Background: an optimization exercise with open tools, aiming at small area, a short achievable clock period and few clock cycles per item. Do not read the settings as production practice. Where RTL was checked, it was by simulation tests only, not by an equivalence proof against the original.

## run Z
==> flow/design.v <==
/*verilator lint_off DECLFILENAME*/
module exe_log2_plus_one
(
    input [31:0] in,
    output [5:0] out
);
    wire [7:0] v;
    wire [1:0] p [0:7];
    genvar g;
    generate
        for (g = 0; g < 8; g = g + 1) begin : nib
            wire [3:0] x = in[4*g+3:4*g];
            assign v[g] = |x;
            assign p[g] = x[3] ? 2'd3 : x[2] ? 2'd2 : x[1] ? 2'd1 : 2'd0;
        end
    endgenerate
    wire [2:0] k = v[7] ? 3'd7 : v[6] ? 3'd6 : v[5] ? 3'd5 : v[4] ? 3'd4 :
                   v[3] ? 3'd3 : v[2] ? 3'd2 : v[1] ? 3'd1 : 3'd0;
    assign out = (|v) ? {1'b0, k, p[k]} : 6'b111111;
endmodule
module exe_add_pfx #(parameter W = 32, parameter L = 5)
(
    input  [W-1:0] a,
    input  [W-1:0] b,
    input          ci,
    output [W-1:0] s,
    output         co
);
    wire [W-1:0] g [0:L];
    wire [W-1:0] p [0:L];
    assign g[0] = a & b;
    assign p[0] = a ^ b;
    genvar i, j;
    generate
        for (i = 0; i < L; i = i + 1) begin : lvl
            for (j = 0; j < W; j = j + 1) begin : bt
                if (j & (1 << i)) begin : blk
                    localparam integer K = ((j >> i) << i) - 1;
                    assign g[i+1][j] = g[i][j] | (p[i][j] & g[i][K]);
                    assign p[i+1][j] = p[i][j] & p[i][K];
                end else begin : pass
                    assign g[i+1][j] = g[i][j];
                    assign p[i+1][j] = p[i][j];
                end
            end
        end
    endgenerate
    wire [W:0] c;
    assign c[0] = ci;
    generate
        for (j = 1; j <= W; j = j + 1) begin : cy
            assign c[j] = g[L][j-1] | (p[L][j-1] & ci);
        end
    endgenerate
    assign s  = p[0] ^ c[W-1:0];
    assign co = c[W];
endmodule
module exe_neg_pfx #(parameter W = 32, parameter L = 5)
(
    input  [W-1:0] x,
    output [W-1:0] y
);
    wire [W-1:0] o [0:L];
    assign o[0] = x;
    genvar i, j;
    generate
        for (i = 0; i < L; i = i + 1) begin : lvl
            for (j = 0; j < W; j = j + 1) begin : bt
                if (j & (1 << i)) begin : blk
                    localparam integer K = ((j >> i) << i) - 1;
                    assign o[i+1][j] = o[i][j] | o[i][K];
                end else begin : pass
                    assign o[i+1][j] = o[i][j];
                end
            end
        end
    endgenerate
    assign y = x ^ {o[L][W-2:0], 1'b0};
endmodule
/*verilator lint_off DECLFILENAME*/
module div(
    input [0:0]         clk,
    input [0:0]         rstn,
    input flush_by_writeback,
    input [0:0]         div_en_in,
    input [0:0]         div_op,
    input [0:0]         div_sign,
    input [ 31:0 ]      div_sr0,
    input [ 31:0 ]      div_sr1,
    input [ 4:0 ]       div_addr_in,
    input [31:0]        div_pc_in,
    input [31:0]        div_inst_in,
    output reg [0:0]    div_en_out,
    output reg [0:0]    stall_by_div,
    output [ 31:0 ]     div_result,
    output [ 4:0 ]      div_addr_out,
    output [31:0]       div_pc_out,
    output [31:0]       div_inst_out
);
reg        iter;      
reg [31:0] rem;       
reg [32:0] y;         
reg        cin;       
reg [31:0] quo;       
reg [5:0]  pa;        
reg [5:0]  pb;        
reg        bz;        
reg [5:0]  cnt;       
reg        sa_r;      
reg        qn;        
reg        sel;       
reg        neg;       
reg [4:0]  addr;
reg [31:0] pc;
reg [31:0] inst;
wire        sa = div_sign & div_sr0[31];
wire        sb = div_sign & div_sr1[31];
wire [5:0]  pa_w;
wire [5:0]  pb_w;
exe_log2_plus_one log2_1(div_sr0 ^ {32{sa}}, pa_w);
exe_log2_plus_one log2_2(div_sr1 ^ {32{sb}}, pb_w);
wire [6:0]  d   = {pa[5], pa} - {pb[5], pb} + {6'd0, sa_r};
wire        go  = ~d[6] & ~bz;
wire [65:0] ysh = {y, {33{cin}}} << d[5:0];
wire [32:0] t;
wire        ge;
exe_add_pfx #(.W(33), .L(6)) add (.a({1'b0, rem}), .b(y), .ci(cin), .s(t), .co(ge));
wire [31:0] mag = sel ? rem : quo;
wire [31:0] nmag;
exe_neg_pfx #(.W(32), .L(5)) ng (.x(mag), .y(nmag));
assign div_result   = neg ? nmag : mag;
assign div_addr_out = addr;
assign div_pc_out   = pc;
assign div_inst_out = inst;
wire start = div_en_in & ~div_en_out;
wire fin   = iter ? cnt == 0 : !go;
always @(posedge clk) begin
    if (!rstn || flush_by_writeback) begin
        stall_by_div <= 0;
        div_en_out   <= 0;
    end else if (stall_by_div) begin
        if (fin) begin
            stall_by_div <= 0;
            div_en_out   <= 1;
        end
    end else begin
        stall_by_div <= start;
        div_en_out   <= 0;
    end
end
always @(posedge clk) begin
    if (stall_by_div) begin
        if (!iter) begin
            if (sa_r & go) rem <= nmag;
            quo  <= 0;
            y    <= ysh[65:33];
            cnt  <= d[5:0];
            neg  <= go & (sel ? sa_r : qn);
            iter <= 1;
        end else begin
            if (ge) rem <= t[31:0];
            quo <= {quo[30:0], ge};
            y   <= {1'b1, y[32:1]};
            cnt <= cnt - 1;
        end
    end else begin
        iter  <= 0;
        neg   <= 0;
        rem   <= div_sr0;
        quo   <= div_sr0;
        y     <= {1'b1, div_sr1 ^ {32{~sb}}};
        cin   <= ~sb;
        pa    <= pa_w;
        pb    <= pb_w;
        bz    <= div_sr1 == 0;
        sa_r  <= sa;
        qn    <= sa ^ sb;
        sel   <= div_op;
        addr  <= div_addr_in;
        pc    <= div_pc_in;
        inst  <= div_inst_in;
    end
end
endmodule
Settings: LEC_CHECK=0, CAP_MARGIN=20, CORE_MARGIN=2, CORE_UTILIZATION=40, PLACE_DENSITY=0.6, SETUP_SLACK_MARGIN=2, SLEW_MARGIN=20; clock period 6.0 ns.
run.sh (not shown) runs the stock make flow with config.mk's settings and CLKGATE_MAP_FILE= SYNTH_SCRIPT=/design/flow/synth_recipe.tcl, a recipe that flattens the netlist after the stock synthesis.
Input changes introduced in run C (baseline for comparison: run Z):
==> flow/design.v, changed modules only <==
module div(
    input [0:0]         clk,
    input [0:0]         rstn,
    input flush_by_writeback,
    input [0:0]         div_en_in,
    input [0:0]         div_op,
    input [0:0]         div_sign,
    input [ 31:0 ]      div_sr0,
    input [ 31:0 ]      div_sr1,
    input [ 4:0 ]       div_addr_in,
    input [31:0]        div_pc_in,
    input [31:0]        div_inst_in,
    output reg [0:0]    div_en_out,
    output reg [0:0]    stall_by_div,
    output [ 31:0 ]     div_result,
    output [ 4:0 ]      div_addr_out,
    output [31:0]       div_pc_out,
    output [31:0]       div_inst_out
);
localparam PREP = 2'd0;
localparam ITER = 2'd1;
localparam NEG  = 2'd2;
reg [1:0]  phase;
reg [31:0] rem;       
reg [32:0] y;         
reg        cin;       
reg [31:0] quo;       
reg [5:0]  pa;        
reg [5:0]  pb;        
reg        bz;        
reg [5:0]  cnt;       
reg        sa_r;      
reg        qn;        
reg        sel;       
reg        neg;       
reg [4:0]  addr;
reg [31:0] pc;
reg [31:0] inst;
wire        sa = div_sign & div_sr0[31];
wire        sb = div_sign & div_sr1[31];
wire [5:0]  pa_w;
wire [5:0]  pb_w;
exe_log2_plus_one log2_1(div_sr0 ^ {32{sa}}, pa_w);
exe_log2_plus_one log2_2(div_sr1 ^ {32{sb}}, pb_w);
wire [6:0]  d   = {pa[5], pa} - {pb[5], pb} + {6'd0, sa_r};
wire        go  = ~d[6] & ~bz;
wire [65:0] ysh = {y, {33{cin}}} << d[5:0];
wire [32:0] t;
wire        ge;
exe_add_pfx #(.W(33), .L(6)) add (.a({1'b0, rem}), .b(y), .ci(cin), .s(t), .co(ge));
wire [31:0] mag = sel ? rem : quo;
wire [31:0] nmag;
exe_neg_pfx #(.W(32), .L(5)) ng (.x(mag), .y(nmag));
assign div_result   = mag;
assign div_addr_out = addr;
assign div_pc_out   = pc;
assign div_inst_out = inst;
wire start = div_en_in & ~div_en_out;
wire fin   = (phase == NEG) || (phase == ITER && cnt == 0 && !neg) ||
             (phase == PREP && !go);
always @(posedge clk) begin
    if (!rstn || flush_by_writeback) begin
        stall_by_div <= 0;
        div_en_out   <= 0;
    end else if (stall_by_div) begin
        if (fin) begin
            stall_by_div <= 0;
            div_en_out   <= 1;
        end
    end else begin
        stall_by_div <= start;
        div_en_out   <= 0;
    end
end
always @(posedge clk) begin
    if (stall_by_div) begin
        case (phase)
            PREP: begin
                if (sa_r & go) rem <= nmag;
                quo   <= 0;
                y     <= ysh[65:33];
                cnt   <= d[5:0];
                neg   <= go & (sel ? sa_r : qn);
                phase <= ITER;
            end
            ITER: begin
                if (ge) rem <= t[31:0];
                quo <= {quo[30:0], ge};
                y   <= {1'b1, y[32:1]};
                cnt <= cnt - 1;
                if (cnt == 0) phase <= NEG;
            end
            default: begin
                rem <= nmag;
                sel <= 1;
            end
        endcase
    end else begin
        phase <= PREP;
        rem   <= div_sr0;
        quo   <= div_sr0;
        y     <= {1'b1, div_sr1 ^ {32{~sb}}};
        cin   <= ~sb;
        pa    <= pa_w;
        pb    <= pb_w;
        bz    <= div_sr1 == 0;
        sa_r  <= sa;
        qn    <= sa ^ sb;
        sel   <= div_op;
        addr  <= div_addr_in;
        pc    <= div_pc_in;
        inst  <= div_inst_in;
    end
end
endmodule
--- outcome ---
In run C the footprint of the multi-input gates turned out 960 sq um lower than in run Z. reg2out as the class of the most critical setup path was reported by run Z, and in2reg by run C. Comparing number of clock-tree buffers in the layout for run C and run Z, the bigger number came from run Z. On buffering overhead, the higher figure sits with run Z, not run C. Looking at multi-input combinational cell count across run C and run Z, the one that comes out higher is run Z. Area overhead of the layout relative to synthesis down 3.3 points in run C wrt run Z. Re share of layout cells above drive strength 1: run C and run Z aren't equal, and the higher value belongs to run Z. Count of flip-flops with a built-in enable after synthesis (lower): run Z.
Testbench counts of run C, summed over its fixed seeds: cycles 131,977, items 12,000.
The RTL of run Z was laid out without a check of its function.
